What follows belongs to an exercise in optimizing a design on an open flow for small area, a short achievable clock period and few clock cycles; a production flow would make more cautious choices. Where RTL was checked, it was by simulation tests only, not by an equivalence proof against the original. For runs 1 and 2, only the layout was checked, not whether the RTL still works. No activity file was given, so power comes from the tool's default toggle rates.

==> design.v <==
module FemtoRV32(
   input         clk,
   output [31:0] mem_addr,   
   output [31:0] mem_wdata,  
   output [3:0]  mem_wmask,  
   input  [31:0] mem_rdata,  
   output        mem_rstrb,  
   input         mem_rbusy,  
   input         mem_wbusy,  
   input         reset       
);
   wire stall = mem_rbusy | mem_wbusy;
   reg [31:0] B_addr;
   reg [31:0] B_wdata;
   reg [3:0]  B_wmask;
   reg        B_rd;          
   reg        B_fetch;       
   reg        pend;          
   reg        D_valid;       
   reg [31:0] PC_D;          
   reg        E_valid;
   reg [31:0] E_rs1;         
   reg [31:0] E_op2;         
   reg [31:0] E_aux;         
   reg [4:0]  E_rd;
   reg [4:0]  E_rs1id;       
   reg [4:0]  E_rs2id;
   reg [2:0]  E_f3;
   reg        E_wr;          
   reg        E_isLoad, E_isStore, E_isBranch, E_isJALR, E_pred;
   reg        E_sub, E_arith;
   reg        E_selAdd, E_selSlt, E_selSltu, E_selXor, E_selOr, E_selAnd;
   reg        E_selShift, E_selAux, E_selCyc;
   reg        M_valid;       
   reg        M_isLoad;
   reg        M_wr;
   reg [4:0]  M_rd;
   reg [2:0]  M_f3;
   reg [1:0]  M_a;
   reg        W_valid;       
   reg        W_wr;
   reg [4:0]  W_rd;
   reg [2:0]  W_f3;
   reg [1:0]  W_a;
   reg [31:0] cycles;
   assign mem_addr  = B_addr;
   assign mem_wdata = B_wdata;
   assign mem_wmask = stall ? 4'b0000 : B_wmask;
   assign mem_rstrb = B_rd & !stall;
   reg [31:0] registerFile [1:31];
   wire        rf_we;
   wire [4:0]  rf_wa;
   wire [31:0] rf_wd;
   always @(posedge clk) begin
      if (rf_we)
         registerFile[rf_wa] <= rf_wd;
   end
   wire [31:0] I = mem_rdata;
   wire [4:0] D_rs1 = I[19:15];
   wire [4:0] D_rs2 = I[24:20];
   wire [4:0] D_rd  = I[11:7];
   wire [2:0] D_f3  = I[14:12];
   wire D_isLoad   = (I[6:2] == 5'b00000);
   wire D_isALUimm = (I[6:2] == 5'b00100);
   wire D_isAUIPC  = (I[6:2] == 5'b00101);
   wire D_isStore  = (I[6:2] == 5'b01000);
   wire D_isALUreg = (I[6:2] == 5'b01100);
   wire D_isLUI    = (I[6:2] == 5'b01101);
   wire D_isBranch = (I[6:2] == 5'b11000);
   wire D_isJALR   = (I[6:2] == 5'b11001);
   wire D_isJAL    = (I[6:2] == 5'b11011);
   wire D_isSYSTEM = (I[6:2] == 5'b11100);
   wire [31:0] Iimm = {{21{I[31]}}, I[30:20]};
   wire [31:0] Simm = {{21{I[31]}}, I[30:25], I[11:7]};
   wire [31:0] Bimm = {{20{I[31]}}, I[7], I[30:25], I[11:8], 1'b0};
   wire [31:0] Uimm = {I[31:12], 12'b0};
   wire [31:0] Jimm = {{12{I[31]}}, I[19:12], I[20], I[30:21], 1'b0};
   wire D_usesRs1 = !(D_isLUI | D_isAUIPC | D_isJAL);
   wire D_usesRs2 = D_isALUreg | D_isBranch | D_isStore;
   wire D_isALU   = D_isALUimm | D_isALUreg;
   wire D_pred    = D_isJAL | (D_isBranch & I[31]);    
   reg [31:0] rf_r1, rf_r2;
   integer ri;
   always @(*) begin
      rf_r1 = 32'b0;
      rf_r2 = 32'b0;
      for (ri = 1; ri < 32; ri = ri + 1) begin
         rf_r1 = rf_r1 | ({32{D_rs1 == ri}} & registerFile[ri]);
         rf_r2 = rf_r2 | ({32{D_rs2 == ri}} & registerFile[ri]);
      end
   end
   wire        E_fwd = E_valid & E_wr;
   wire [31:0] E_result;
   wire [31:0] D_r1 = (E_fwd && E_rd == D_rs1) ? E_result : rf_r1;
   wire [31:0] D_r2 = (E_fwd && E_rd == D_rs2) ? E_result : rf_r2;
   wire [31:0] D_imm = D_isStore           ? Simm :
                       (D_isLUI|D_isAUIPC) ? Uimm :
                                             Iimm;
   wire D_sub = D_isBranch | (D_isALU & (D_f3 == 3'b010 | D_f3 == 3'b011)) |
                (D_isALUreg & D_f3 == 3'b000 & I[30]);
   wire [31:0] D_op2 = (D_isALUreg | D_isBranch) ? D_r2 : D_imm;
   wire [31:0] D_target = PC_D + (I[3] ? Jimm : Bimm);    
   wire [31:0] D_pc4    = PC_D + 32'd4;
   wire E_stall = E_valid & (W_valid |
                  (M_valid & M_isLoad & M_wr &
                   (M_rd == E_rs1id | M_rd == E_rs2id | (E_wr & M_rd == E_rd))));
   wire E_exec  = E_valid & !E_stall;
   wire [32:0] X = {1'b0, E_rs1} + {1'b0, E_op2} + {32'b0, E_sub};
   wire        LTU = !X[32];
   wire        LT  = (E_rs1[31] ^ !E_op2[31]) ? E_rs1[31] : X[31];
   wire        EQ  = &(E_rs1 ^ E_op2);
   wire taken = (E_f3[2:1] == 2'b00) ? (EQ  ^ E_f3[0]) :
                (E_f3[2:1] == 2'b10) ? (LT  ^ E_f3[0]) :
                                       (LTU ^ E_f3[0]);
   wire        shLeft = !E_f3[2];
   wire [31:0] rs1rev;
   genvar gi;
   generate
      for (gi = 0; gi < 32; gi = gi + 1) begin : rev1
         assign rs1rev[gi] = E_rs1[31-gi];
      end
   endgenerate
   wire [31:0] shIn = shLeft ? rs1rev : E_rs1;
   wire        shFill = E_arith & E_rs1[31];
   wire [63:0] shExt = {{32{shFill}}, shIn} >> E_op2[4:0];
   wire [31:0] shR = shExt[31:0];
   wire [31:0] shRrev;
   generate
      for (gi = 0; gi < 32; gi = gi + 1) begin : rev2
         assign shRrev[gi] = shR[31-gi];
      end
   endgenerate
   wire [31:0] shOut = shLeft ? shRrev : shR;
   assign E_result =
      (E_selAdd   ? X[31:0]         : 32'b0) |
      (E_selSlt   ? {31'b0, LT}     : 32'b0) |
      (E_selSltu  ? {31'b0, LTU}    : 32'b0) |
      (E_selXor   ? E_rs1 ^ E_op2   : 32'b0) |
      (E_selOr    ? E_rs1 | E_op2   : 32'b0) |
      (E_selAnd   ? E_rs1 & E_op2   : 32'b0) |
      (E_selShift ? shOut           : 32'b0) |
      (E_selAux   ? E_aux           : 32'b0) |
      (E_selCyc   ? cycles_inc      : 32'b0);
   wire        E_redirect = E_exec & (E_isJALR | (E_isBranch & (taken ^ E_pred)));
   wire [31:0] E_newpc    = E_isJALR ? {X[31:1], 1'b0} : E_aux;
   wire        E_mem      = E_exec & (E_isLoad | E_isStore);
   wire [3:0] st_mask =
      E_f3[1] ? 4'b1111 :
      E_f3[0] ? (X[1] ? 4'b1100 : 4'b0011) :
                (4'b0001 << X[1:0]);
   wire [31:0] st_data = E_f3[1] ? E_aux :
                         E_f3[0] ? {2{E_aux[15:0]}} :
                                   {4{E_aux[7:0]}};
   wire D_enter    = D_valid & !E_stall & !E_redirect;
   wire D_refetch  = D_valid & E_stall;
   wire D_redirect = D_enter & D_pred;
   wire [15:0] ld_half = W_a[1] ? mem_rdata[31:16] : mem_rdata[15:0];
   wire  [7:0] ld_byte = W_a[0] ? ld_half[15:8] : ld_half[7:0];
   wire        ld_sign = !W_f3[2] & (W_f3[0] ? ld_half[15] : ld_byte[7]);
   wire [31:0] ld_data = W_f3[1] ? mem_rdata :
                         W_f3[0] ? {{16{ld_sign}}, ld_half} :
                                   {{24{ld_sign}}, ld_byte};
   assign rf_we = !stall & ((E_exec & E_wr) | (W_valid & W_wr));
   assign rf_wa = W_valid ? W_rd : E_rd;
   assign rf_wd = W_valid ? ld_data : E_result;
   wire [31:0] seq = pend ? PC_D : (B_fetch ? B_addr : PC_D) + 32'd4;
   always @(posedge clk) begin
      if (!reset) begin
         B_addr  <= 32'b0;
         B_rd    <= 1'b1;
         B_fetch <= 1'b1;
         B_wmask <= 4'b0000;
         pend    <= 1'b0;
         D_valid <= 1'b0;
         E_valid <= 1'b0;
         M_valid <= 1'b0;
         W_valid <= 1'b0;
      end else if (!stall) begin
         B_wmask <= 4'b0000;
         B_fetch <= !E_mem;
         B_rd    <= !(E_exec & E_isStore);
         if (E_mem) begin
            B_addr <= X[31:0];
            if (E_isStore) B_wmask <= st_mask;
            if (D_redirect) pend <= 1'b1;
         end else begin
            pend <= 1'b0;
            if (E_redirect)      B_addr <= E_newpc;
            else if (D_refetch)  B_addr <= PC_D;
            else if (D_redirect) B_addr <= D_target;
            else                 B_addr <= seq;
         end
         D_valid <= B_fetch & !E_redirect & !D_redirect & !D_refetch;
         if (!E_stall) E_valid <= D_enter;
         M_valid <= E_mem;
         W_valid <= M_valid & M_isLoad;
      end
   end
   always @(posedge clk) begin
      if (!stall) begin
         if (E_mem & D_redirect) PC_D <= D_target;
         else if (B_fetch)       PC_D <= B_addr;
         if (E_exec & E_isStore) B_wdata <= st_data;
         if (E_stall) begin
            if (W_valid & W_wr & E_rs1id == W_rd) E_rs1 <= ld_data;
            if (W_valid & W_wr & E_rs2id == W_rd) begin
               if (E_isStore) E_aux <= ld_data;
               else           E_op2 <= E_sub ? ~ld_data : ld_data;
            end
         end else begin
            E_rs1   <= (D_isAUIPC) ? PC_D : D_isLUI ? 32'b0 : D_r1;
            E_op2   <= D_sub ? ~D_op2 : D_op2;
            E_aux   <= D_isStore ? D_r2 :
                       (D_isBranch & !I[31]) ? D_target : D_pc4;
            E_rd    <= D_rd;
            E_rs1id <= D_usesRs1 ? D_rs1 : 5'd0;
            E_rs2id <= D_usesRs2 ? D_rs2 : 5'd0;
            E_f3    <= D_f3;
            E_wr    <= !(D_isBranch | D_isStore | D_isLoad) & (D_rd != 5'd0);
            E_isLoad   <= D_isLoad;
            E_isStore  <= D_isStore;
            E_isBranch <= D_isBranch;
            E_isJALR   <= D_isJALR;
            E_pred     <= I[31];
            E_sub      <= D_sub;
            E_arith    <= I[30];
            E_selAdd   <= (D_isALU & D_f3 == 3'b000) | D_isLUI | D_isAUIPC;
            E_selSlt   <= D_isALU & D_f3 == 3'b010;
            E_selSltu  <= D_isALU & D_f3 == 3'b011;
            E_selXor   <= D_isALU & D_f3 == 3'b100;
            E_selOr    <= D_isALU & D_f3 == 3'b110;
            E_selAnd   <= D_isALU & D_f3 == 3'b111;
            E_selShift <= D_isALU & D_f3[1:0] == 2'b01;
            E_selAux   <= D_isJAL | D_isJALR;
            E_selCyc   <= D_isSYSTEM;
         end
         if (E_mem) begin
            M_isLoad <= E_isLoad;
            M_wr  <= E_rd != 5'd0;
            M_rd  <= E_rd;
            M_f3  <= E_f3;
            M_a   <= X[1:0];
         end
         W_wr  <= M_wr;
         W_rd  <= M_rd;
         W_f3  <= M_f3;
         W_a   <= M_a;
      end
   end
   wire [31:0] cycles_inc = cycles + 1;
   always @(posedge clk) cycles <= !reset ? 32'b0 : cycles_inc;
endmodule
==> run.sh <==
#!/bin/bash
# synth_recipe.tcl (not shown) runs the flow's synth.tcl, then flattens the netlist and writes it again
# the make line also repeats each setting of config.mk as NAME=value (left out here)
make -C /OpenROAD-flow-scripts/flow DESIGN_CONFIG=/design/flow/config.mk WORK_HOME=/design/flow/orfs CLKGATE_MAP_FILE= SYNTH_SCRIPT=/design/flow/synth_recipe.tcl finish
==> config.mk <==
export PLATFORM = sky130hd
export DESIGN_NAME = FemtoRV32
export DESIGN_NICKNAME = FemtoRV32
export VERILOG_FILES = /design/flow/design.v
export SDC_FILE = /design/flow/constraint.sdc
export NUM_CORES = 4
export LEC_CHECK = 0
export CAP_MARGIN = 20
export CORE_MARGIN = 2
export CORE_UTILIZATION = 30
export PLACE_DENSITY = 0.5
export SETUP_SLACK_MARGIN = 5
export SLEW_MARGIN = 20
==> constraint.sdc <==
create_clock -name core_clock -period 10.0 [get_ports {clk}]
set_input_delay 2.0000 -clock core_clock [delete_from_list [all_inputs] [get_ports {clk}]]
set_output_delay 2.0000 -clock core_clock [all_outputs]
set_load 0.01 [all_outputs]
==> results.toml, run 1 <==
[outcome]
status = "failed layout checks"
so_faults = "capacitance limit, slew limit"

[final_layout]
areaGrowthSynthToFinish_pct = 20.94
fin_cells = 9335
final_net_count = 6336
n_fill_cell = 21970
layout-drive-gt1-share_pct = 18.51

[worst_setup_path]
worstPathMaxFanout = 6
rrSetupSlack_ps = 4770
crit_buf_inv = 1
worst_setup_path_end_kind = "flip-flop"
required_ps = 10700
crit_type = "flip-flop to flip-flop"
r2r_start = "E_rs1[0]"
cp_slowest_cell = "edfxtp_1"
critPathMaxStageDelay_ps = 530
worst_setup_path_start_kind = "flip-flop"
worstPathCellList = "fa_2, a211oi_2, o21ai_1, o211ai_1, a21oi_2, o2111a_1, or4_4, and3_4, o21ai_2, nand2b_1, fa_2, nor3_2, a31oi_2, mux2i_1, o21ai_2, o41a_1, buf_12, o211ai_1, o211a_1, o32ai_2"
reg2reg_depth = 20
cp_top_family = "compound AO/OA/AOI/OAI gates"
worstReg2RegEnd = "B_addr[24]"
worstPathArrival_ps = 5930

[die]
placementRows = 175
io_pins = 105
die_area_sq_um = 233000
start_util_pct = 30.22
core_area_sq_um = 227500
die-width_um = 482.7
die_y_um = 482.7

[synthesis]
muxShareOfSynthArea_pct = 5.164
synth_top_family_by_area = "compound AO/OA/AOI/OAI gates"
ys_types = 100
synth-edff-count = 1210
synthArstFlopShare_pct = 0
avgSynthCellArea_sq_um = 11.53
synth_xor_xnor_area_share_pct = 2.663
yosysSeqAreaShare_pct = 55.04
ys_ff_latch = 1285
syn_nets = 6097
synth_most_common_cell = "edfxtp_1"
netlist_area_sq_um = 68740
synth-compound-area-share_pct = 21.31
synth_top_area_cell = "edfxtp_1"
synth-simple-area-share_pct = 10.56
synth_common_cells = "edfxtp_1 (1210), a22oi_1 (632), nand2_1 (418), clkbuf_1 (363), nor2_1 (343)"
yosysTopAreaCellShare_pct = 52.86
ys.flop_type = "edfxtp_1"
synth_fa_ha_area_share_pct = 1.882
synth.area.top_cells = "edfxtp_1 (53%), a22oi_1 (6.9%), nand2_1 (2.3%)"
syn_inst = 5960
synth_warnings = 1

[grt]
grt_max_degree = 75
grt-ovfl-total = 0
grt_pass1_wl_mm = 512.6
grt_use_total_pct = 31.89
antenna_found_initial = 31
grt_pass1_vias = 59300

[detailed_routing]
detail_route.first_pass.iterations = 13
vias = 64730
drtIter0Drc = 14600
wl_per_cell_um = 41.65
drc = 0
viasPerCell = 6.934
wirelength_mm = 388.8
antenna_left = 0

[power_and_ir_drop]
p_total_mw = 13.46
vdd_drop_max_uv = 132.1
clock_power_share_pct = 40.9
p_leak_nw = 28.20
switchingPower_mw = 3.837
combPwrFrac_pct = 14.1
p_sw_share_pct = 28.51
p_int_mw = 9.619
p_per_area_nw_per_um2 = 161.9
p_seq_share_pct = 45.0

[place]
dp.final_hpwl_mm = 236.0
gp_routability_congestion = 0.9926
dp.cells = 8836
portBuffers = 104

[worst_hold_path]
whs_path_depth = 0
hold_path_end = "W_f3[2]"
worstHoldPathType = "flip-flop to flip-flop"
min-delay-start = "M_f3[2]"

[clock_tree]
cts_tree = "yes"
cts-root-buf = "clkbuf_16"
clk_pin_slew_worst_paths_ps = 70
cts_buffer_depth = 3
clock-sinks = 1285
insertion_delay_ps = 860
cts_buffers = 141
htree_levels = 4

[job]
cap_violations = 1

[sta]
finalSetupTns_ps = 0
setup_viol = 0
clock-skew-final_ps = 75.49
final-hold-violation-count = 0
grt_setup_unrepaired = "true"
period_share_pct = 52.28
max_slew.worst_pin.slew_ps = 1578
hold-worst-slack_ps = 422.7
fin_crit_ps = 5228
maxSlewViolCount = 6
fmax_mhz = 191.3
slew_headroom_pct = -5.229
## worst max path at each step
stage / startpoint / end / cells past startpoint
2_1_floorplan: E_op2[2] / PC_D[14] / 24
3_3_place_gp: mem_rdata[20] / E_op2[3] / 13
3_5_place_dp: mem_rdata[24] / E_op2[3] / 13
4_1_cts: E_rs1[0] / B_addr[6] / 21
5_1_grt: E_rs1[0] / PC_D[30] / 21
6_report: E_rs1[0] / B_addr[24] / 20
## per-layer routing
metal | track usage (%) | share of wire, %
met1 | 39.37 | 35
met2 | 45.73 | 41
met3 | 12.89 | 16
met4 | 20.75 | 8.4
met5 | 0.9600 | 0.068
## kinds of logic (layout without fill, tap and decap cells)
logic type / count (synthesis) / in the layout
multiplexers: 263 / 263
flip-flops: 1285 / 1285
AND/OR/NAND/NOR: 1512 / 1515
AO/OA/AOI/OAI: 1997 / 1998
XOR/XNOR: 209 / 209
other: 0 / 16
buffers and inverters: 593 / 939
adder cells (fa/ha/maj): 101 / 101
## flip-flops by register name (all words and copies together) (netlist names), 4 cells and up
signal	flops
E_op2	32
E_rd	5
M_rd	5
W_rd	5
E_aux	32
E_rs2id	5
cycles	32
B_wmask	4
PC_D	32
E_rs1	32
E_rs1id	5
B_addr	32
registerFile	992
B_wdata	32
## stage by stage
step	instance area [sq um]	util, %	setup WS (ps)
2_1_floorplan	69010	-	4832
3_3_place_gp	74470	32.73	2907
3_5_place_dp	74520	32.76	2901
4_1_cts	81790	35.95	4850
5_1_grt	83110	36.53	4684
6_report	83140	36.54	4773
## power groups by stage
stage / clock [mW] / sequential, mW / combinational (mW)
final: 5.50 / 6.06 / 1.90
after global routing: 5.71 / 6.05 / 1.92
after CTS: 5.51 / 6.05 / 1.73
after detailed placement: 0 / 6.19 / 1.59
after global placement: 0 / 6.19 / 1.58
after floorplan: 0 / 6.11 / 0.910
## cell usage in the layout, fill, tap and decap left out, drive strengths merged, types with 53 or more instances in the layout
cell / instances
nand2: 420
and2: 60
xnor2: 114
edfxtp: 1210
clkbuf: 178
buf: 449
dfxtp: 75
a22oi: 632
a22o: 165
mux4: 68
a21oi: 299
xor2: 95
inv: 134
a222oi: 67
o211ai: 70
nor2: 344
o21ai: 210
ha: 97
clkdlybuf4s50: 83
nand3: 222
mux2: 53
a221oi: 175
clkinv: 57
mux2i: 142
nand4: 106
nor3: 118
## area by class of cell
class                      count  area [sq um]  area share, %
sequential                  1285         37840          45.51
multi-input combinational   4086         30840          37.10
timing repair buffer         554          5335          6.417
tap                         3009          3765          4.529
clock buffer                 173          3669          4.413
clock inverter                81          1095          1.317
inverter                     129         533.0         0.6411
antenna                       16         40.04        0.04816
timing repair inverter         2         16.27        0.01957
## timing repair
| item | in CTS | in global routing |
|---|---|---|
| setup endpoints to repair | 430 | 257 |
| endpoints found under the hold margin | 0 | 0 |
| gates cloned | 8 | 10 |
| setup buffers | 160 | 51 |
| hold buffers | 0 | 0 |
| resized for setup | 250 | 169 |
| pin swaps | 87 | 76 |
==> run 2, diff against run 1 <==
--- a/config.mk
+++ b/config.mk
@@ -10,4 +10,4 @@
 export CORE_UTILIZATION = 30
 export PLACE_DENSITY = 0.5
-export SETUP_SLACK_MARGIN = 5
+export SETUP_SLACK_MARGIN = 4
 export SLEW_MARGIN = 20
==> run 2 against run 1 <==
Now clean on timing, DRC and antenna. Critical path depth is 10 lower. Synthesized area stayed put. Power is 1.2% lower. Critical path type is now primary input to flip-flop. Critical endpoint is now E_rs1[6]. Largest power group unchanged.
==> results.toml, run 2 <==
[sta]
setup_viol = 0
slew_headroom_pct = 18.03
final-hold-violation-count = 0
max_slew.worst_pin.slew_ps = 1217
fin_crit_ps = 6402
setup_ws_ps = 3598
grt_setup_unrepaired = "true"
finalSetupTns_ps = 0
maxSlewViolCount = 0
period_share_pct = 64.02
clock-skew-final_ps = 51.28
fmax_mhz = 156.2

[detailed_routing]
wl_met1_mm = 138.8
viasPerCell = 6.891
wl_met2_mm = 159.0
dr.max_layer_used = "met5"
wl_met3_mm = 54.37
wirelength_mm = 382.1
wl_per_cell_um = 41.67
drc = 0
antenna_left = 0
detail_route.first_pass.iterations = 13
vias = 63180
drtIter0Drc = 12990

[die]
die-width_um = 482.7
placementRows = 175
start_util_pct = 30.22
die_y_um = 482.7
core_area_sq_um = 227500
io_pins = 105
die_area_sq_um = 233000

[clock_tree]
cts_tree = "yes"
holdBufCountCts = 0
cts_buffers = 138
clk_pin_slew_worst_paths_ps = 60
clock-sinks = 1285
insertion_delay_ps = 840
cts-root-buf = "clkbuf_16"
cts_buffer_depth = 3
htree_levels = 4

[grt]
grt_pass1_wl_mm = 507.0
grt_use_total_pct = 31.56
grt_max_degree = 83
antenna_found_initial = 21
grt-ovfl-total = 0
grt_pass1_vias = 57710

[synthesis]
yosysTopAreaCellShare_pct = 52.86
syn_inst = 5960
yosysSeqAreaShare_pct = 55.04
netlist_area_sq_um = 68740
avgSynthCellArea_sq_um = 11.53
syn_nets = 6097
ys_types = 100
synth-edff-count = 1210
synth.area.top_cells = "edfxtp_1 (53%), a22oi_1 (6.9%), nand2_1 (2.3%)"
synth_common_cells = "edfxtp_1 (1210), a22oi_1 (632), nand2_1 (418), clkbuf_1 (363), nor2_1 (343)"
synth_top_area_cell = "edfxtp_1"
synth_warnings = 1
ys.flop_type = "edfxtp_1"
synthArstFlopShare_pct = 0
ys_ff_latch = 1285
synth_most_common_cell = "edfxtp_1"

[worst_setup_path]
worst_setup_path_end_kind = "flip-flop"
rrSetupSlack_ps = 4080
worst_setup_path_start_kind = "primary input"
crit_type = "primary input to flip-flop"
worstReg2RegEnd = "registerFile[26][31]"
required_ps = 10550
r2r_start = "E_op2[3]"
reg2reg_depth = 18
worstPathMaxFanout = 20
worstPathArrival_ps = 6950

[final_layout]
fin_cells = 9168
n_fill_cell = 22130
layout_commonest_cell = "edfxtp_1"
fin_util_pct = 35.15
final_net_count = 6170
areaGrowthSynthToFinish_pct = 16.33
layout-drive-gt1-share_pct = 13.36
mostFrequentLayoutCells = "edfxtp_1 (1210), a22oi_1 (632), nand2_1 (414)"
largest_register_ffs = 992
largest-register = "registerFile"

[place]
dp.final_hpwl_mm = 238.9
place_ws_ps = 2799
portBuffers = 104
dp.cells = 8857
gp_routability_congestion = 0.9853

[power_and_ir_drop]
vdd_drop_max_uv = 132.0
p_per_area_nw_per_um2 = 166.3
p_leak_nw = 26.86

[job]
cap_violations = 0

[outcome]
status = "timing/DRC/antenna clean"

[worst_hold_path]
worstHoldPathType = "flip-flop to flip-flop"
hold_path_end = "W_f3[1]"
min-delay-start = "M_f3[1]"
whs_path_depth = 0
## run 2: cell counts after synthesis
No cell type changed its count.
## run 2: kinds of logic after synthesis
kind of cell / synth area share (%)
AO/OA/AOI/OAI: 21.31
buffers and inverters: 3.384
multiplexers: 5.164
flip-flops: 55.04
adder cells (fa/ha/maj): 1.882
AND/OR/NAND/NOR: 10.56
XOR/XNOR: 2.663
## run 2: worst max path at each step
stage                       start          to  slack, ps  cells after the start
floorplan                E_op2[2]    PC_D[14]       4190                     24
global placement    mem_rdata[18]    E_rs1[6]       2840                     11
detailed placement   mem_rdata[3]   E_aux[23]       2800                     15
CTS                 mem_rdata[20]   E_op2[13]       4000                     12
global route             E_op2[3]  B_addr[22]       3980                     22
finish              mem_rdata[18]    E_rs1[6]       3600                     10
## run 2: routing by layer
| layer | up-vias | global-route usage, % |
|---|---|---|
| li1 | 24080 | - |
| met1 | 31180 | 40.03 |
| met2 | 6278 | 46.39 |
| met3 | 1609 | 10.76 |
| met4 | 24 | 18.83 |
| met5 | - | 0 |
## run 2: what timing repair did
item | in CTS | in global routing
gates cloned | 1 | 2
pin swaps | 7 | 4
setup buffers | 24 | 18
endpoints found under the setup margin | 147 | 128
gates resized for setup | 36 | 19
## run 2: report_power, final
group          internal [mW]  switching [mW]
sequential              5.96          0.0998
combinational          0.507            1.23
clock                   3.13            2.37
## run 2: layout make-up
cell class              instances  area, sq um  area share (%)
flip-flops and latches       1285        37840           47.32
multi-input cells            4082        29620           37.04
well taps                    3009         3765           4.708
clock buffers                 163         3611           4.516
repair buffers                396         3432           4.292
clock inverters                89         1162           1.454
inverters                     129        498.0          0.6228
diodes                         14        35.03         0.04381
repair inverters                1        5.005        0.006259
## run 2: through the flow
stage	area [sq um]	power (mW)	hold WS [ps]
after global routing	79940	13.53	437.7
after floorplan	68750	7.010	400.3
after detailed placement	74560	7.793	404.5
final	79960	13.30	421.3
after CTS	79640	13.20	424.5
after global placement	74490	7.787	408.3
## run 2: critical path, stage by stage
cell and delay [ps]:
clkdlybuf4s50_1 890, or2_2 700, nor2_4 800, buf_4 640, a221oi_1 190, nand3_1 120, nor4_1 50, a21oi_1 760
o21ai_0 280, a21oi_1 460
==> run 3, diff against run 2 <==
--- a/design.v
+++ b/design.v
@@ -154,5 +154,5 @@
    wire D_enter    = D_valid & !E_stall & !E_redirect;
    wire D_refetch  = D_valid & E_stall;
-   wire D_redirect = D_enter & D_pred;
+   wire D_redirect = D_valid & !E_stall & D_pred;
    wire [15:0] ld_half = W_a[1] ? mem_rdata[31:16] : mem_rdata[15:0];
    wire  [7:0] ld_byte = W_a[0] ? ld_half[15:8] : ld_half[7:0];
@@ -165,4 +165,8 @@
    assign rf_wd = W_valid ? ld_data : E_result;
    wire [31:0] seq = pend ? PC_D : (B_fetch ? B_addr : PC_D) + 32'd4;
+   wire [31:0] B_next = E_mem      ? X[31:0] :
+                        D_refetch  ? PC_D :
+                        D_redirect ? D_target :
+                                     seq;
    always @(posedge clk) begin
       if (!reset) begin
@@ -180,15 +184,7 @@
          B_fetch <= !E_mem;
          B_rd    <= !(E_exec & E_isStore);
-         if (E_mem) begin
-            B_addr <= X[31:0];
-            if (E_isStore) B_wmask <= st_mask;
-            if (D_redirect) pend <= 1'b1;
-         end else begin
-            pend <= 1'b0;
-            if (E_redirect)      B_addr <= E_newpc;
-            else if (D_refetch)  B_addr <= PC_D;
-            else if (D_redirect) B_addr <= D_target;
-            else                 B_addr <= seq;
-         end
+         if (E_isStore & E_exec) B_wmask <= st_mask;
+         pend   <= E_mem & D_redirect;
+         B_addr <= E_redirect ? E_newpc : B_next;
          D_valid <= B_fetch & !E_redirect & !D_redirect & !D_refetch;
          if (!E_stall) E_valid <= D_enter;
==> config.mk (replaced) <==
export PLATFORM = sky130hd
export DESIGN_NAME = FemtoRV32
export DESIGN_NICKNAME = FemtoRV32
export VERILOG_FILES = /design/flow/design.v
export SDC_FILE = /design/flow/constraint.sdc
export NUM_CORES = 4
export LEC_CHECK = 0
export CAP_MARGIN = 30
export CORE_MARGIN = 2
export CORE_UTILIZATION = 40
export PLACE_DENSITY = 0.6
export SETUP_SLACK_MARGIN = 5
export SLEW_MARGIN = 30
==> run 3 against run 2 <==
Still clean. Fmax is 24% higher. Worst setup slack better by 1200 ps. Synthesized area is 1.7% higher. Critical path depth is 11 higher. Power decreased by 0.21%. Routed wire length rose by 3.2%. Hold slack lost 25 ps. Critical endpoint is now E_op2[31].
==> results.toml, run 3 <==
[final_layout]
areaGrowthSynthToFinish_pct = 18.18
layout-drive-gt1-share_pct = 16.47
layout_commonest_cell = "edfxtp_1"
largest-register = "registerFile"
fin_util_pct = 47.53
mostFrequentLayoutCells = "edfxtp_1 (1210), a22oi_1 (817), nand2_1 (639)"
largest_register_ffs = 992
final_net_count = 6676
n_fill_cell = 15820

[clock_tree]
cts_buffers = 141
cts_tree = "yes"
cts-root-buf = "clkbuf_16"
htree_levels = 4
clock-sinks = 1285
cts_buffer_depth = 3
clk_pin_slew_worst_paths_ps = 70
holdBufCountCts = 0
insertion_delay_ps = 830

[worst_setup_path]
r2r_start = "E_op2[2]"
worstPathArrival_ps = 5740
cp_slowest_cell = "edfxtp_1"
worst_setup_path_end_kind = "flip-flop"
worstPathMaxFanout = 3
reg2reg_depth = 21
worst_setup_path_start_kind = "flip-flop"
rrSetupSlack_ps = 4830
worstReg2RegEnd = "E_op2[31]"
critPathMaxStageDelay_ps = 490
required_ps = 10570
crit_type = "flip-flop to flip-flop"
worstPathCellList = "buf_12, clkinvlp_4, ha_4, and3_4, a221oi_4, a211oi_4, o211ai_1, nand2_1, o21ai_4, a21oi_2, nor3_2, o21bai_2, fa_2, nand2_1, o211ai_1, a221oi_4, nand3_4, o31ai_4, nor2_2, a21o_1, a31o_2"

[power_and_ir_drop]
p_seq_share_pct = 45.4
p_total_mw = 13.27
p_int_mw = 9.525
p_leak_nw = 29.27
vdd_drop_max_uv = 134.0
clock_power_share_pct = 40.9
switchingPower_mw = 3.748
p_sw_share_pct = 28.24
p_per_area_nw_per_um2 = 160.7
combPwrFrac_pct = 13.7

[sta]
grt_setup_unrepaired = "true"
finalSetupTns_ps = 0
maxSlewViolCount = 0
setup_viol = 0
fmax_mhz = 193.5
max_slew.worst_pin.slew_ps = 1192
final-hold-violation-count = 0
hold-worst-slack_ps = 396.2
period_share_pct = 51.68
fin_crit_ps = 5168
clock-skew-final_ps = 71.58
setup_ws_ps = 4832
slew_headroom_pct = 20.37

[die]
core_area_sq_um = 173800
die_area_sq_um = 178100
start_util_pct = 40.22
io_pins = 105
placementRows = 153
die-width_um = 422.0
die_y_um = 422.0

[detailed_routing]
viasPerCell = 7.500
drtIter0Drc = 14660
vias = 67530
antenna_left = 0
drc = 0
wirelength_mm = 394.4
wl_per_cell_um = 43.81
detail_route.first_pass.iterations = 11

[synthesis]
ys_types = 94
syn_nets = 6517
synth-edff-count = 1210
muxShareOfSynthArea_pct = 4.349
syn_inst = 6380
synth_common_cells = "edfxtp_1 (1210), a22oi_1 (817), nand2_1 (649), clkbuf_1 (412), nor2_1 (319)"
synth_most_common_cell = "edfxtp_1"
synth_top_family_by_area = "compound AO/OA/AOI/OAI gates"
yosysTopAreaCellShare_pct = 51.98
ys.flop_type = "edfxtp_1"
yosysSeqAreaShare_pct = 54.13
netlist_area_sq_um = 69900
synth-simple-area-share_pct = 13.19
synthArstFlopShare_pct = 0
synth_warnings = 1
ys_ff_latch = 1285
synth_fa_ha_area_share_pct = 1.851
synth_xor_xnor_area_share_pct = 2.431
synth_top_area_cell = "edfxtp_1"
synth.area.top_cells = "edfxtp_1 (52%), a22oi_1 (8.8%), nand2_1 (3.5%)"
avgSynthCellArea_sq_um = 10.96
synth-compound-area-share_pct = 20.50

[worst_hold_path]
whs_path_depth = 0
worstHoldPathType = "flip-flop to flip-flop"
min-delay-start = "M_a[0]"
hold_path_end = "W_a[0]"

[job]
cap_violations = 0

[place]
place_ws_ps = 2600
portBuffers = 104
gp_routability_congestion = 1.030
dp.final_hpwl_mm = 247.3

[grt]
grt_use_total_pct = 42.65
grt_max_degree = 69
grt_pass1_vias = 61550
grt_pass1_wl_mm = 527.0
antenna_found_initial = 19
grt-ovfl-total = 0

[outcome]
status = "timing/DRC/antenna clean"
[run 3: cell count changes in the layout (fill, tap and decap cells not counted), sizes merged, moves of 22 or more]
cell    previous run  this run
mux2i            142       120
and2              60       110
a31oi             27        65
buf              291       411
a22oi            632       817
nand3            222       309
nor4              41        75
a22o             165        27
and3              46        94
a221oi           175        45
nand2            419       652
nor2             343       320
[run 3: cell families (layout without fill, tap and decap cells)]
logic type,Yosys count,in the layout
AO/OA/AOI/OAI,2009,2012
XOR/XNOR,194,194
adder cells (fa/ha/maj),101,101
buffers and inverters,638,906
flip-flops,1285,1285
multiplexers,230,230
other,0,22
AND/OR/NAND/NOR,1923,1928
[run 3: per-stage QoR]
| stage | cells | instance area [sq um] |
|---|---|---|
| finish | 9003 | 82610 |
| global route | 8982 | 82560 |
| CTS | 8918 | 81390 |
| detailed placement | 8565 | 74670 |
| global placement | 8563 | 74600 |
| floorplan | 6380 | 69980 |
[run 3: final cells by class]
| cell class | count | area [sq um] | share of cell area (%) |
|---|---|---|---|
| Multi-Input combinational cell | 4465 | 31630 | 38.29 |
| Sequential cell | 1285 | 37840 | 45.81 |
| Clock buffer | 172 | 3696 | 4.474 |
| Antenna cell | 22 | 55.05 | 0.06664 |
| Tap cell | 2325 | 2909 | 3.521 |
| Clock inverter | 88 | 1056 | 1.278 |
| Inverter | 125 | 496.7 | 0.6013 |
| Timing Repair Buffer | 521 | 4926 | 5.963 |
[run 3: worst max path at each step]
stage               slack, ps          to  startpoint
floorplan                5000    E_op2[0]   mem_wbusy
global placement         2670  B_addr[18]    E_op2[2]
detailed placement       2600  B_addr[18]    E_op2[2]
CTS                      4900   E_op2[31]    E_op2[2]
global route             4720   E_op2[31]    E_op2[1]
finish                   4830   E_op2[31]    E_op2[2]
[run 3: repair_timing]
item	4_1_cts	5_1_grt
gates resized for setup	268	126
cloned	14	6
setup buffers	79	54
pin swaps	54	58
endpoints found under the setup margin	462	316
[run 3: power by group through the flow]
stage / registers, mW / logic [mW] / clock network, mW
after CTS: 6.03 / 1.64 / 5.41
after global routing: 6.03 / 1.82 / 5.62
after detailed placement: 6.15 / 1.51 / 0
after global placement: 6.15 / 1.51 / 0
final: 6.03 / 1.81 / 5.43
after floorplan: 6.08 / 0.832 / 0
[run 3: routing by layer]
| metal | part of all wire, % | global-route usage [%] |
|---|---|---|
| met1 | 33 | 50.83 |
| met3 | 15 | 15.39 |
| met4 | 11 | 34.38 |
| met2 | 41 | 61.93 |
| met5 | 0.062 | 0.4301 |
[run 3: critical path, delay by kind of cell (launching register included)]
kind	cells	cell delay [ps]
compound gates	11	2500
fa+ha+maj	2	730
buf+inv	2	340
flops	1	490
simple gates	6	810
Testbench counts of run 3, summed over its fixed seeds: cycles 90,074.
==> run 4, diff against run 3 <==
--- a/design.v
+++ b/design.v
@@ -11,4 +11,22 @@
 );
    wire stall = mem_rbusy | mem_wbusy;
+   function [32:0] fast_add(input [31:0] a, input [31:0] b, input cin);
+      reg [31:0] g, p, G, P;
+      integer lvl, i;
+      begin
+         g = a & b;
+         p = a ^ b;
+         G = g;
+         P = p;
+         G[0] = g[0] | (p[0] & cin);
+         for (lvl = 0; lvl < 5; lvl = lvl + 1)
+            for (i = 0; i < 32; i = i + 1)
+               if (i[lvl]) begin
+                  G[i] = G[i] | (P[i] & G[((i >> lvl) << lvl) - 1]);
+                  P[i] = P[i] & P[((i >> lvl) << lvl) - 1];
+               end
+         fast_add = {G[31], p ^ {G[30:0], cin}};
+      end
+   endfunction
    reg [31:0] B_addr;
    reg [31:0] B_wdata;
@@ -100,11 +118,11 @@
                 (D_isALUreg & D_f3 == 3'b000 & I[30]);
    wire [31:0] D_op2 = (D_isALUreg | D_isBranch) ? D_r2 : D_imm;
-   wire [31:0] D_target = PC_D + (I[3] ? Jimm : Bimm);    
-   wire [31:0] D_pc4    = PC_D + 32'd4;
+   wire [31:0] D_target = fast_add(PC_D, I[3] ? Jimm : Bimm, 1'b0);    
+   wire [31:0] D_pc4    = fast_add(PC_D, 32'd4, 1'b0);
    wire E_stall = E_valid & (W_valid |
                   (M_valid & M_isLoad & M_wr &
                    (M_rd == E_rs1id | M_rd == E_rs2id | (E_wr & M_rd == E_rd))));
    wire E_exec  = E_valid & !E_stall;
-   wire [32:0] X = {1'b0, E_rs1} + {1'b0, E_op2} + {32'b0, E_sub};
+   wire [32:0] X = fast_add(E_rs1, E_op2, E_sub);
    wire        LTU = !X[32];
    wire        LT  = (E_rs1[31] ^ !E_op2[31]) ? E_rs1[31] : X[31];
@@ -164,5 +182,5 @@
    assign rf_wa = W_valid ? W_rd : E_rd;
    assign rf_wd = W_valid ? ld_data : E_result;
-   wire [31:0] seq = pend ? PC_D : (B_fetch ? B_addr : PC_D) + 32'd4;
+   wire [31:0] seq = pend ? PC_D : fast_add(B_fetch ? B_addr : PC_D, 32'd4, 1'b0);
    wire [31:0] B_next = E_mem      ? X[31:0] :
                         D_refetch  ? PC_D :
@@ -244,5 +262,5 @@
       end
    end
-   wire [31:0] cycles_inc = cycles + 1;
+   wire [31:0] cycles_inc = fast_add(cycles, 32'd1, 1'b0);
    always @(posedge clk) cycles <= !reset ? 32'b0 : cycles_inc;
 endmodule
--- a/config.mk
+++ b/config.mk
@@ -8,6 +8,6 @@
 export CAP_MARGIN = 30
 export CORE_MARGIN = 2
-export CORE_UTILIZATION = 40
-export PLACE_DENSITY = 0.6
+export CORE_UTILIZATION = 30
+export PLACE_DENSITY = 0.45
 export SETUP_SLACK_MARGIN = 5
 export SLEW_MARGIN = 30
==> run 4 against run 3 <==
Still clean. Fmax fell by 1.1%. Combinational power grew 4%. Register-to-register slack better by 60 ps. Sequential share of layout area is essentially flat. Clock-buffer cell count is 3 higher. Critical path depth shrank 10. Via count decreased by 4.7%. Critical endpoint is now E_rs1[16].
==> results.toml, run 4 <==
[grt]
antenna_found_initial = 26
grt_use_met1_pct = 41.52
grt_pass1_wl_mm = 538.7
grt_max_degree = 94
grt-ovfl-total = 0
grtUsageMet2_pct = 49.79
busiest_layer = "met2"
grt_pass1_vias = 59130
grt_use_total_pct = 33.48
grtUsageMet3_pct = 10.55

[worst_setup_path]
worstReg2RegEnd = "E_rs1[31]"
path_depth = 11
required_ps = 10620
worstPathArrival_ps = 5850
critPathMaxStageDelay_ps = 620
r2r_start = "E_rs1[0]"
cp_slowest_cell = "or3b_2"
worstPathMaxFanout = 22
worst_setup_path_end_kind = "flip-flop"
crit_buf_inv = 3
worst_setup_path_start_kind = "primary input"
worstPathCellList = "clkdlybuf4s50_1, buf_4, or3b_2, nor2_4, buf_6, a22oi_1, nand2_1, nor4_1, a31oi_2, o21ai_0, a22oi_1"
reg2reg_depth = 18
crit_type = "primary input to flip-flop"
cp_common_cell = "a22oi_1"
rrSetupSlack_ps = 4890
cp_top_family = "simple AND/OR/NAND/NOR gates"

[detailed_routing]
viasPerCell = 6.766
drtIter0Drc = 12100
wl_per_cell_um = 42.97
vias = 64350
drc = 0
detail_route.first_pass.iterations = 11
antenna_left = 0
wirelength_mm = 408.7

[synthesis]
synth.area.top_cells = "edfxtp_1 (53%), a22oi_1 (8.4%), nand2_1 (3.3%)"
yosysTopAreaCellShare_pct = 52.74
yosysSeqAreaShare_pct = 54.92
ys_ff_latch = 1285
syn_nets = 6336
synth-edff-count = 1210
ys.flop_type = "edfxtp_1"
netlist_area_sq_um = 68900
synth_common_cells = "edfxtp_1 (1210), a22oi_1 (772), nand2_1 (608), nand3_1 (402), clkbuf_1 (387)"
synth_most_common_cell = "edfxtp_1"
synthArstFlopShare_pct = 0
ys_types = 91
synth_top_area_cell = "edfxtp_1"
syn_inst = 6182
avgSynthCellArea_sq_um = 11.15
synth_warnings = 1

[clock_tree]
clock-sinks = 1285
htree_levels = 4
cts_buffer_depth = 3
insertion_delay_ps = 850
clk_pin_slew_worst_paths_ps = 70
cts_buffers = 149
holdBufCountCts = 0
cts-root-buf = "clkbuf_16"
cts_tree = "yes"

[final_layout]
layout_commonest_cell = "edfxtp_1"
final_net_count = 6522
layout-drive-gt1-share_pct = 16.53
areaGrowthSynthToFinish_pct = 19.85
largest-register = "registerFile"
mostFrequentLayoutCells = "edfxtp_1 (1210), a22oi_1 (771), nand2_1 (604)"
largest_register_ffs = 992

[worst_hold_path]
worstHoldPathType = "flip-flop to flip-flop"
min-delay-start = "M_a[0]"
whs_path_depth = 0
hold_path_end = "W_a[0]"

[die]
die_area_sq_um = 233500
start_util_pct = 30.23
die_y_um = 483.2
core_area_sq_um = 227900
io_pins = 105
die-width_um = 483.2
placementRows = 175

[power_and_ir_drop]
p_total_mw = 13.72
p_per_area_nw_per_um2 = 166.2
p_leak_nw = 28.03
vdd_drop_max_uv = 159.8

[place]
dp.final_hpwl_mm = 260.3
portBuffers = 104
gp_routability_congestion = 0.9883

[sta]
hold-worst-slack_ps = 423.4
setup_viol = 0
slew_headroom_pct = 21.98
grt_setup_unrepaired = "true"
final-hold-violation-count = 0
period_share_pct = 52.25
max_slew.worst_pin.slew_ps = 1170
finalSetupTns_ps = 0
clock-skew-final_ps = 53.49
fmax_mhz = 191.4
maxSlewViolCount = 0
fin_crit_ps = 5225

[job]
cap_violations = 0

[outcome]
status = "timing/DRC/antenna clean"
-- run 4: layout make-up --
cell class | instances | area [sq um]
fillers | 22150 | 145400
flip-flops and latches | 1285 | 37840
multi-input cells | 4295 | 30590
repair buffers | 505 | 4800
clock buffers | 175 | 3931
well taps | 3009 | 3765
clock inverters | 101 | 1111
inverters | 131 | 508.0
diodes | 9 | 22.52
repair inverters | 1 | 8.758
-- run 4: repair_timing --
action | 4_1_cts | 5_1_grt
cloned | 10 | 3
buffers inserted | 78 | 44
resized for setup | 235 | 115
endpoints found under the setup margin | 423 | 204
pin swaps | 45 | 49
-- run 4: logic make-up after synthesis --
family,count (synthesis),synth area share [%]
buffers and inverters,606,3.394
multiplexers,210,4.233
AO/OA/AOI/OAI,1829,19.08
adder cells (fa/ha/maj),118,2.263
flip-flops,1285,54.92
AND/OR/NAND/NOR,1949,13.77
XOR/XNOR,185,2.352
-- run 4: power by group --
part	switching (mW)	internal, mW	total [mW]
Clock	2.49	3.28	5.77
Combinational	1.31	0.579	1.89
Sequential	0.104	5.96	6.06
Total	3.90	9.82	13.7
-- run 4: how the worst max path moves through the flow --
stage                              from   endpoint  slack (ps)
after floorplan           mem_rdata[24]  E_aux[16]        5000
after global placement    mem_rdata[24]  E_aux[16]        2730
after detailed placement  mem_rdata[18]  E_rs1[16]        2970
after CTS                      E_rs1[0]  E_aux[31]        4930
after global routing      mem_rdata[15]  E_rs1[16]        4880
final                     mem_rdata[15]  E_rs1[16]        4770
-- run 4: metrics by stage --
stage | util (%) | instance area [sq um] | setup slack, ps | cells
3_5_place_dp | 32.92 | 75030 | 2971 | 9088
4_1_cts | 35.80 | 81610 | 4934 | 9452
5_1_grt | 36.22 | 82560 | 4876 | 9504
2_1_floorplan | - | 69010 | 5003 | 6182
3_3_place_gp | 32.75 | 74640 | 2735 | 9072
6_report | 36.23 | 82580 | 4775 | 9511
-- run 4: worst reg2reg max path, cell delays in order (launching register included) --
cell      delay (ps)
edfxtp_1         520
fa_2             490
inv_2             80
fa_2             200
nand2b_4         130
a21o_4           160
a21boi_4          60
or3_4            430
a221oi_4         320
o21bai_2         110
fa_2             420
a222oi_1         340
o211ai_1         310
a221oi_1         300
o211ai_1         120
buf_4            190
buf_6            140
o211ai_1         330
o211ai_1         140
-- run 4: routing by layer --
metal  part of all wire (%)  wire length, um
met3                     13            52300
met4                    8.4            34330
met1                     36           148900
met2                     42           172900
met5                  0.045              185
Testbench counts of run 4, summed over its fixed seeds: cycles 90,074.
==> run 5, diff against run 4 <==
--- a/config.mk
+++ b/config.mk
@@ -8,6 +8,6 @@
 export CAP_MARGIN = 30
 export CORE_MARGIN = 2
-export CORE_UTILIZATION = 30
-export PLACE_DENSITY = 0.45
+export CORE_UTILIZATION = 40
+export PLACE_DENSITY = 0.6
 export SETUP_SLACK_MARGIN = 5
 export SLEW_MARGIN = 30
==> run 5 against run 4 <==
Core utilization increased by 11 points. Synthesized cell count unchanged. Critical path type unchanged. Still clean on timing, DRC and antenna. Sequential power about the same.
==> results.toml, run 5 <==
[power_and_ir_drop]
combPwrFrac_pct = 13.5
p_leak_nw = 27.74
p_total_mw = 13.56
p_per_area_nw_per_um2 = 167.3
p_int_mw = 9.756
p_seq_share_pct = 44.7
p_sw_share_pct = 28.07
clock_power_share_pct = 41.8
vdd_drop_max_uv = 166.5
switchingPower_mw = 3.808

[synthesis]
synth_most_common_cell = "edfxtp_1"
ys_ff_latch = 1285
synth-edff-count = 1210
yosysSeqAreaShare_pct = 54.92
netlist_area_sq_um = 68900
synth_top_area_cell = "edfxtp_1"
synth_warnings = 1
avgSynthCellArea_sq_um = 11.15
synth.area.top_cells = "edfxtp_1 (53%), a22oi_1 (8.4%), nand2_1 (3.3%)"
ys.flop_type = "edfxtp_1"
synthArstFlopShare_pct = 0
yosysTopAreaCellShare_pct = 52.74
synth_common_cells = "edfxtp_1 (1210), a22oi_1 (772), nand2_1 (608), nand3_1 (402), clkbuf_1 (387)"
syn_nets = 6336
syn_inst = 6182
ys_types = 91

[die]
io_pins = 105
die_area_sq_um = 175600
start_util_pct = 40.21
core_area_sq_um = 171400
die_y_um = 419.0
die-width_um = 419.0
placementRows = 152

[detailed_routing]
detail_route.first_pass.iterations = 11
wl_per_cell_um = 42.06
viasPerCell = 7.516
antenna_left = 0
wirelength_mm = 368.4
drtIter0Drc = 15700
vias = 65830
drc = 0

[final_layout]
areaGrowthSynthToFinish_pct = 17.64
multiInputGateArea_sq_um = 30530
largest-register = "registerFile"
layout-drive-gt1-share_pct = 15.53
fin_util_pct = 47.30
fin_cells = 8759
n_fill_cell = 15320
mostFrequentLayoutCells = "edfxtp_1 (1210), a22oi_1 (770), nand2_1 (603)"
layout_commonest_cell = "edfxtp_1"
largest_register_ffs = 992
seqCellArea_sq_um = 37840
final_area_sq_um = 81050
final_net_count = 6474

[worst_setup_path]
cp_slowest_cell = "buf_4"
crit_type = "primary input to flip-flop"
rrSetupSlack_ps = 4880
worst_setup_path_end_kind = "flip-flop"
worstPathMaxFanout = 28
crit_path_start = "mem_rdata[22]"
worstPathCellList = "dlymetal6s2s_1, buf_12, and3b_4, buf_6, and2_1, buf_4, a22oi_1, nand2_1, nor4_1, nand3_1, o21a_1, mux2i_1, or3_1"
required_ps = 10580
worstPathArrival_ps = 5730
r2r_start = "E_op2[0]"
worst_setup_path_start_kind = "primary input"
critPathMaxStageDelay_ps = 490

[grt]
antenna_found_initial = 19
grt_max_degree = 66
grt-ovfl-total = 0
grt_pass1_wl_mm = 490.0
grt_pass1_vias = 59010
grt_use_total_pct = 40.30

[place]
gp_routability_congestion = 1.038
portBuffers = 104
place_ws_ps = 2994
dp.final_hpwl_mm = 221.6
dp.cells = 8356
placed_area_sq_um = 73640

[clock_tree]
clk_pin_slew_worst_paths_ps = 70
holdBufCountCts = 0
cts_buffer_depth = 3
clock-sinks = 1285
cts_buffers = 143
htree_levels = 4
insertion_delay_ps = 850
cts_tree = "yes"
cts-root-buf = "clkbuf_16"

[sta]
fmax_mhz = 194.0
slew_headroom_pct = 21.93
fin_crit_ps = 5155
hold-worst-slack_ps = 420.3
final-hold-violation-count = 0
maxSlewViolCount = 0
setup_ws_ps = 4845
grt_setup_unrepaired = "true"
period_share_pct = 51.55
setup_viol = 0
finalSetupTns_ps = 0
max_slew.worst_pin.slew_ps = 1167
clock-skew-final_ps = 71.82

[worst_hold_path]
min-delay-start = "M_f3[0]"
worstHoldPathType = "flip-flop to flip-flop"

[outcome]
status = "timing/DRC/antenna clean"

[job]
cap_violations = 0
## run 5: changes by cell type in the layout (fill, tap and decap cells not counted), sizes merged, moves of 2 or more
cell           previous run  this run
buf                     403       356
diode                     9        11
a21oi                   232       234
inv                     135       130
dlygate4sd2               9         6
clkdlybuf4s15             5         1
clkbuf                  182       184
bufinv                   17        19
clkinvlp                 14         7
dlymetal6s2s              0         5
clkdlybuf4s50            75        77
## run 5: cells by family after synthesis
kind of cell	after synthesis	synth area share, %
AND/OR/NAND/NOR	1949	13.77
AO/OA/AOI/OAI	1829	19.08
flip-flops	1285	54.92
buffers and inverters	606	3.394
multiplexers	210	4.233
XOR/XNOR	185	2.352
adder cells (fa/ha/maj)	118	2.263
## run 5: power groups by stage
stage | Combinational, mW | Clock, mW | Sequential [mW]
finish | 1.83 | 5.67 | 6.06
CTS | 1.64 | 5.65 | 6.06
detailed placement | 1.55 | 0 | 6.18
global route | 1.84 | 5.85 | 6.06
global placement | 1.54 | 0 | 6.18
floorplan | 0.883 | 0 | 6.11
## run 5: layout make-up
type                            count  area share (%)
Sequential cell                  1285           46.69
Multi-Input combinational cell   4296           37.67
Timing Repair Buffer              461           5.263
Clock buffer                      173           4.668
Tap cell                         2310           3.566
Clock inverter                     90           1.468
Inverter                          131          0.6314
Antenna cell                       11         0.03396
Timing Repair inverter              2         0.01698
## run 5: worst paths after layout
| kind | end | depth (start not counted) |
|---|---|---|
| worst min-delay path | W_f3[0] | 0 |
| worst max-delay path | E_op2[3] | 13 |
| worst max register to register | registerFile[4][31] | 19 |
| worst min register to register | W_f3[0] | 0 |
## run 5: repair_timing
action / CTS / global route
pin swaps: 32 / 41
cloned: 10 / 7
setup buffers: 69 / 40
setup endpoints to repair: 362 / 161
resized for setup: 202 / 131
## run 5: worst max-delay path: cells and delay by family
family,cells,cell delay (ps)
and+or+nand+nor,6,1590
buffers and inverters,4,1500
AOI/OAI and AO/OA,2,420
muxes,1,90
## run 5: metal layers
layer | track usage, % | up-vias | share of wire (%)
li1 | - | 24760 | -
met1 | 49.03 | 31570 | 33
met2 | 56.58 | 7362 | 40
met3 | 16.55 | 2129 | 17
met4 | 30.85 | 12 | 10
met5 | 0 | - | 0.028
==> run 6, diff against run 5 <==
--- a/config.mk
+++ b/config.mk
@@ -8,6 +8,8 @@
 export CAP_MARGIN = 30
 export CORE_MARGIN = 2
-export CORE_UTILIZATION = 40
-export PLACE_DENSITY = 0.6
+export CORE_UTILIZATION = 30
+export CTS_BUF_LIST = sky130_fd_sc_hd__clkbuf_8
+export CTS_CLUSTER_SIZE = 25
+export PLACE_DENSITY = 0.45
 export SETUP_SLACK_MARGIN = 5
 export SLEW_MARGIN = 30
==> run 6 against run 5 <==
Still clean on timing, DRC and antenna. Power shrank 3.8%. Synthesized area is the same. Worst setup slack lost 67 ps. Core utilization shrank 11 points. Clock power shrank 9.9%. Hold slack gained 5.5 ps. Sequential power is essentially flat. Clock-buffer cell count grew 55. Critical path depth shrank 2. Flip-flop and latch count is the same. Cell count grew 9.9%. Critical path type unchanged. Largest cell class unchanged. Highest routed layer unchanged.
==> results.toml, run 6 <==
[synthesis]
synth_warnings = 1
ys_ff_latch = 1285
synth.area.top_cells = "edfxtp_1 (53%), a22oi_1 (8.4%), nand2_1 (3.3%)"
syn_nets = 6336
synth_most_common_cell = "edfxtp_1"
netlist_area_sq_um = 68900
ys_types = 91
synth_common_cells = "edfxtp_1 (1210), a22oi_1 (772), nand2_1 (608), nand3_1 (402), clkbuf_1 (387)"
synth-edff-count = 1210
yosysSeqAreaShare_pct = 54.92
synthArstFlopShare_pct = 0
syn_inst = 6182
yosysTopAreaCellShare_pct = 52.74
ys.flop_type = "edfxtp_1"
avgSynthCellArea_sq_um = 11.15
synth_top_area_cell = "edfxtp_1"

[die]
io_pins = 105
start_util_pct = 30.23
die-width_um = 483.2
placementRows = 175
die_y_um = 483.2
die_area_sq_um = 233500
core_area_sq_um = 227900

[detailed_routing]
vias = 64830
wirelength_mm = 409.1
drtIter0Drc = 12010
antenna_left = 0
viasPerCell = 6.733
drc = 0
wl_per_cell_um = 42.49
detail_route.first_pass.iterations = 11

[clock_tree]
cts_tree = "yes"
holdBufCountCts = 0
htree_levels = 4
cts-root-buf = "clkbuf_8"
clk_pin_slew_worst_paths_ps = 80
cts_buffer_depth = 3
insertion_delay_ps = 1080
clock-sinks = 1285
cts_buffers = 222

[final_layout]
final_net_count = 6573
seqCellArea_sq_um = 37840
final_area_sq_um = 81690
multiInputGateArea_sq_um = 30460
layout_commonest_cell = "edfxtp_1"
largest-register = "registerFile"
largest_register_ffs = 992
layout-drive-gt1-share_pct = 16.51
areaGrowthSynthToFinish_pct = 18.57
fin_util_pct = 35.84
n_fill_cell = 22410
mostFrequentLayoutCells = "edfxtp_1 (1210), a22oi_1 (771), nand2_1 (603)"

[grt]
grt-ovfl-total = 0
antenna_found_initial = 20
grt_use_total_pct = 33.50
grt_pass1_wl_mm = 540.0
grt_pass1_vias = 59800
grt_max_degree = 94

[job]
cap_violations = 0

[power_and_ir_drop]
p_per_area_nw_per_um2 = 159.6
p_leak_nw = 27.98
p_total_mw = 13.04
vdd_drop_max_uv = 111.4

[worst_hold_path]
min-delay-start = "M_f3[1]"
worstHoldPathType = "flip-flop to flip-flop"

[sta]
grt_setup_unrepaired = "true"
max_slew.worst_pin.slew_ps = 1131
fmax_mhz = 191.5
setup_viol = 0
maxSlewViolCount = 0
slew_headroom_pct = 24.07
fin_crit_ps = 5222
period_share_pct = 52.22
clock-skew-final_ps = 103.7
finalSetupTns_ps = 0
final-hold-violation-count = 0

[worst_setup_path]
required_ps = 10790
worstPathMaxFanout = 33
worstPathArrival_ps = 6010
crit_path_start = "mem_rdata[20]"
worst_setup_path_start_kind = "primary input"
r2r_start = "E_op2[0]"
worst_setup_path_end_kind = "flip-flop"
crit_type = "primary input to flip-flop"

[place]
placed_area_sq_um = 75030
portBuffers = 104
gp_routability_congestion = 0.9883
dp.final_hpwl_mm = 260.3

[outcome]
status = "timing/DRC/antenna clean"
## run 6: worst paths after layout
| path | slack (ps) | to | cells past startpoint |
|---|---|---|---|
| setup reg to reg | 4840 | E_rs1[31] | 19 |
| hold / removal | 430 | W_f3[1] | 0 |
| hold reg to reg | 430 | W_f3[1] | 0 |
| setup / recovery | 4780 | E_op2[10] | 11 |
## run 6: stage by stage
stage	instances	setup WS, ps	hold WS [ps]
final	9629	4778	425.8
after global routing	9621	4845	431.7
after CTS	9585	4893	426.2
after detailed placement	9088	2971	417.7
after global placement	9072	2735	402.2
after floorplan	6182	5003	400.3
## run 6: metal layers
metal  vias to the layer above  GRT usage (%)  part of all wire [%]
li1                      24960              -                     -
met1                     32350          41.66                    36
met2                      5925          49.87                    43
met3                      1582          10.28                    13
met4                        18          22.62                   8.3
met5                         -              0                 0.028
## run 6: area by class of cell
class / instances / share of cell area [%]
Sequential cell: 1285 / 46.32
Antenna cell: 12 / 0.03676
Timing Repair Buffer: 482 / 5.537
Tap cell: 3009 / 4.609
Clock buffer: 228 / 3.841
Inverter: 131 / 0.6218
Multi-Input combinational cell: 4296 / 37.29
Clock inverter: 185 / 1.737
Timing Repair inverter: 1 / 0.01072
## run 6: cell families after synthesis
family	share of synthesized area, %
AND/OR/NAND/NOR	13.77
AO/OA/AOI/OAI	19.08
flip-flops	54.92
buffers and inverters	3.394
multiplexers	4.233
XOR/XNOR	2.352
adder cells (fa/ha/maj)	2.263
## run 6: critical path, stage by stage
cell and delay (ps):
clkdlybuf4s18_2 540, and2_2 270, buf_4 450, and2_4 540, buf_4 510, a222oi_1 230
nand4_1 490, nand2_1 110, a221o_1 350, a32o_1 210, a31o_2 210
## run 6: where the power goes
group | internal (mW) | switching (mW)
Combinational | 0.564 | 1.30
Sequential | 5.96 | 0.102
Clock | 2.62 | 2.49
## run 6: repair_timing
item,4_1_cts,5_1_grt
setup buffers,73,26
pin swaps,41,35
endpoints found under the setup margin,390,147
cloned,11,2
resized for setup,189,84
==> run 7, diff against run 6 <==
--- a/design.v
+++ b/design.v
@@ -49,5 +49,5 @@
    reg        E_sub, E_arith;
    reg        E_selAdd, E_selSlt, E_selSltu, E_selXor, E_selOr, E_selAnd;
-   reg        E_selShift, E_selAux, E_selCyc;
+   reg        E_selShift, E_selAux, E_selCyc, E_selImm;
    reg        M_valid;       
    reg        M_isLoad;
@@ -94,5 +94,5 @@
    wire [31:0] Uimm = {I[31:12], 12'b0};
    wire [31:0] Jimm = {{12{I[31]}}, I[19:12], I[20], I[30:21], 1'b0};
-   wire D_usesRs1 = !(D_isLUI | D_isAUIPC | D_isJAL);
+   wire D_usesRs1 = !(D_isLUI | D_isAUIPC | D_isJAL);    
    wire D_usesRs2 = D_isALUreg | D_isBranch | D_isStore;
    wire D_isALU   = D_isALUimm | D_isALUreg;
@@ -118,5 +118,5 @@
                 (D_isALUreg & D_f3 == 3'b000 & I[30]);
    wire [31:0] D_op2 = (D_isALUreg | D_isBranch) ? D_r2 : D_imm;
-   wire [31:0] D_target = fast_add(PC_D, I[3] ? Jimm : Bimm, 1'b0);    
+   wire [31:0] D_target = fast_add(PC_D, I[3] ? Jimm : I[2] ? Uimm : Bimm, 1'b0);
    wire [31:0] D_pc4    = fast_add(PC_D, 32'd4, 1'b0);
    wire E_stall = E_valid & (W_valid |
@@ -159,4 +159,5 @@
       (E_selShift ? shOut           : 32'b0) |
       (E_selAux   ? E_aux           : 32'b0) |
+      (E_selImm   ? E_op2           : 32'b0) |
       (E_selCyc   ? cycles_inc      : 32'b0);
    wire        E_redirect = E_exec & (E_isJALR | (E_isBranch & (taken ^ E_pred)));
@@ -223,8 +224,8 @@
             end
          end else begin
-            E_rs1   <= (D_isAUIPC) ? PC_D : D_isLUI ? 32'b0 : D_r1;
+            E_rs1   <= D_r1;
             E_op2   <= D_sub ? ~D_op2 : D_op2;
             E_aux   <= D_isStore ? D_r2 :
-                       (D_isBranch & !I[31]) ? D_target : D_pc4;
+                       ((D_isBranch & !I[31]) | D_isAUIPC) ? D_target : D_pc4;
             E_rd    <= D_rd;
             E_rs1id <= D_usesRs1 ? D_rs1 : 5'd0;
@@ -239,5 +240,6 @@
             E_sub      <= D_sub;
             E_arith    <= I[30];
-            E_selAdd   <= (D_isALU & D_f3 == 3'b000) | D_isLUI | D_isAUIPC;
+            E_selAdd   <= D_isALU & D_f3 == 3'b000;
+            E_selImm   <= D_isLUI;
             E_selSlt   <= D_isALU & D_f3 == 3'b010;
             E_selSltu  <= D_isALU & D_f3 == 3'b011;
@@ -246,5 +248,5 @@
             E_selAnd   <= D_isALU & D_f3 == 3'b111;
             E_selShift <= D_isALU & D_f3[1:0] == 2'b01;
-            E_selAux   <= D_isJAL | D_isJALR;
+            E_selAux   <= D_isJAL | D_isJALR | D_isAUIPC;
             E_selCyc   <= D_isSYSTEM;
          end
--- a/config.mk
+++ b/config.mk
@@ -8,8 +8,8 @@
 export CAP_MARGIN = 30
 export CORE_MARGIN = 2
-export CORE_UTILIZATION = 30
+export CORE_UTILIZATION = 40
 export CTS_BUF_LIST = sky130_fd_sc_hd__clkbuf_8
 export CTS_CLUSTER_SIZE = 25
-export PLACE_DENSITY = 0.45
+export PLACE_DENSITY = 0.6
 export SETUP_SLACK_MARGIN = 5
 export SLEW_MARGIN = 30
==> run 7 against run 6 <==
Still clean on timing, DRC and antenna. Routed wire length down 13%. Non-clock buffer count shrank 52. Final area fell by 4.2%. Global-route usage increased by 6.5 points. Critical endpoint is now E_op2[3]. Largest cell class unchanged.
==> results.toml, run 7 <==
[outcome]
status = "timing/DRC/antenna clean"

[power_and_ir_drop]
vdd_drop_max_uv = 152.0
p_per_area_nw_per_um2 = 158.4
p_leak_nw = 27.27

[worst_setup_path]
r2r_start = "E_rs1[13]"
critPathMaxStageDelay_ps = 470
crit_path_start = "mem_rdata[20]"
worstPathMaxFanout = 20
worst_setup_path_start_kind = "primary input"
cp_top_family = "buffers and inverters"
crit_type = "primary input to flip-flop"
cp_slowest_cell = "clkdlybuf4s50_1"
crit_end = "E_op2[3]"
crit_buf_inv = 3
path_depth = 13
required_ps = 10730
worst_setup_path_end_kind = "flip-flop"
worstPathArrival_ps = 5930
worstReg2RegEnd = "registerFile[23][16]"
reg2reg_depth = 16
worstPathCellList = "clkdlybuf4s50_1, buf_6, nor3b_2, and2_4, buf_6, a22oi_1, nand2_1, nor4_1, nand3_1, o21ai_0, o21ai_0, mux2_2, a21oi_2"
rrSetupSlack_ps = 5060

[sta]
maxSlewViolCount = 0
setup_viol = 0
period_share_pct = 51.98
max_slew.worst_pin.slew_ps = 1240
clock-skew-final_ps = 63.20
final-hold-violation-count = 0
grt_setup_unrepaired = "true"
finalSetupTns_ps = 0
fin_crit_ps = 5198
fmax_mhz = 192.4
slew_headroom_pct = 17.34

[place]
dp.final_hpwl_mm = 219.7
gp_routability_congestion = 1.004
portBuffers = 104
placed_area_sq_um = 72610
dp.cells = 7920

[synthesis]
ys_ff_latch = 1286
avgSynthCellArea_sq_um = 11.62
synthArstFlopShare_pct = 0
synth.area.top_cells = "edfxtp_1 (54%), a22oi_1 (7.1%), nand2_1 (2.5%)"
synth-edff-count = 1211
netlist_area_sq_um = 67580
ys_types = 93
syn_nets = 5971
syn_inst = 5817
synth_top_area_cell = "edfxtp_1"
synth_most_common_cell = "edfxtp_1"
ys.flop_type = "edfxtp_1"
yosysTopAreaCellShare_pct = 53.81
synth_common_cells = "edfxtp_1 (1211), a22oi_1 (636), nand2_1 (456), clkbuf_1 (341), nor2_1 (328)"
synth_warnings = 1
yosysSeqAreaShare_pct = 56.04

[final_layout]
final_area_sq_um = 78230
largest_register_ffs = 992
layout-drive-gt1-share_pct = 15.76
final_net_count = 6170
fin_util_pct = 46.73
largest-register = "registerFile"
fin_cells = 8398
areaGrowthSynthToFinish_pct = 15.76
mostFrequentLayoutCells = "edfxtp_1 (1211), a22oi_1 (636), nand2_1 (453)"
layout_commonest_cell = "edfxtp_1"

[clock_tree]
cts-root-buf = "clkbuf_8"
holdBufCountCts = 0
clock-sinks = 1286
cts_tree = "yes"
cts_buffer_depth = 3
cts_buffers = 213
insertion_delay_ps = 1010
htree_levels = 4
clk_pin_slew_worst_paths_ps = 60

[detailed_routing]
wl_met2_mm = 142.2
dr.max_layer_used = "met5"
vias = 62560
drc = 0
drtIter0Drc = 14790
wl_per_cell_um = 42.54
antenna_left = 0
wl_met1_mm = 120.8
wl_met3_mm = 58.98
detail_route.first_pass.iterations = 11
viasPerCell = 7.449
wirelength_mm = 357.3

[die]
placementRows = 150
die-width_um = 415.0
core_area_sq_um = 167400
io_pins = 105
die_y_um = 415.0
die_area_sq_um = 172200
start_util_pct = 40.37

[grt]
antenna_found_initial = 23
grt_pass1_vias = 58020
grt_max_degree = 99
grt_pass1_wl_mm = 481.1
grt-ovfl-total = 0
grt_use_total_pct = 40.05

[job]
cap_violations = 0

[worst_hold_path]
worstHoldPathType = "flip-flop to flip-flop"
run 7: how the worst min path moves through the flow:
stage                    to    start  slack, ps  depth (start not counted)
floorplan            W_a[0]   M_a[0]        400                          0
global placement    W_f3[2]  M_f3[2]        400                          0
detailed placement   W_a[1]   M_a[1]        410                          0
CTS                  W_a[1]   M_a[1]        420                          0
global route         W_a[1]   M_a[1]        440                          0
finish               W_a[1]   M_a[1]        430                          0
run 7: logic make-up after synthesis:
| family | synth area share [%] |
|---|---|
| fa+ha+maj | 2.307 |
| simple gates | 10.48 |
| compound gates | 21.39 |
| mux | 4.040 |
| xor+xnor | 2.501 |
| buf+inv | 3.248 |
| flops | 56.04 |
run 7: power breakdown:
group,switching [mW],internal [mW]
clock,2.38,2.32
sequential,0.105,5.94
combinational,1.13,0.515
run 7: what timing repair did:
action	CTS	global route
endpoints found under the setup margin	283	115
buffers inserted	53	26
pin swaps	22	25
resized for setup	108	62
cloned	5	0
run 7: layout make-up:
class                   instances  area [sq um]
repair buffers                430          3935
fillers                     15070         89180
diodes                         14         35.03
well taps                    2204          2758
flip-flops and latches       1286         37870
clock inverters               164          1186
inverters                     116         457.9
repair inverters                1         8.758
clock buffers                 215          2959
multi-input cells            3968         29020
run 7: through the flow:
step                total power [mW]  hold slack [ps]  setup slack [ps]
global placement               7.611            403.9              3049
detailed placement             7.618            407.4              3101
finish                         12.39            425.7              4802
global route                   12.63            441.2              4941
CTS                            12.25            421.1              5000
floorplan                      6.922            400.3              4920
run 7: layer usage:
layer / vias up / global-route usage [%]
li1: 23760 / -
met1: 30080 / 48.19
met2: 6737 / 56.02
met3: 1950 / 18.13
met4: 26 / 29.61
met5: - / 0.9169
Testbench counts of run 7, summed over its fixed seeds: cycles 90,074.

[re-timing with driven ports]
The flow's constraints put no driver on any port. The routed layouts listed below were extracted and timed again, unchanged, in two steps. Step 1 sets driving cells, clkbuf_16 on the clock port and buf_2 on the other inputs (assumed; they add their load-dependent delay and slew). Step 2, shift: input delay + t, output delay - t, t = (earliest + latest rising clock arrival at the registers) / 2. This alone moves slack from input paths to output paths. Slacks: ideal / step 1 / step 2; pairs: ideal / step 1.
run	t, ns	setup WS [ns]
run 1	0.914	4.772 / 4.772 / 3.873
run 2	0.908	3.598 / 3.524 / 2.616
run 3	0.879	4.832 / 4.832 / 4.025
run 4	0.918	4.775 / 4.838 / 3.920
run 5	0.894	4.845 / 4.879 / 3.992
run 6	1.128	4.778 / 4.838 / 3.718
run 7	1.061	4.802 / 4.853 / 3.792
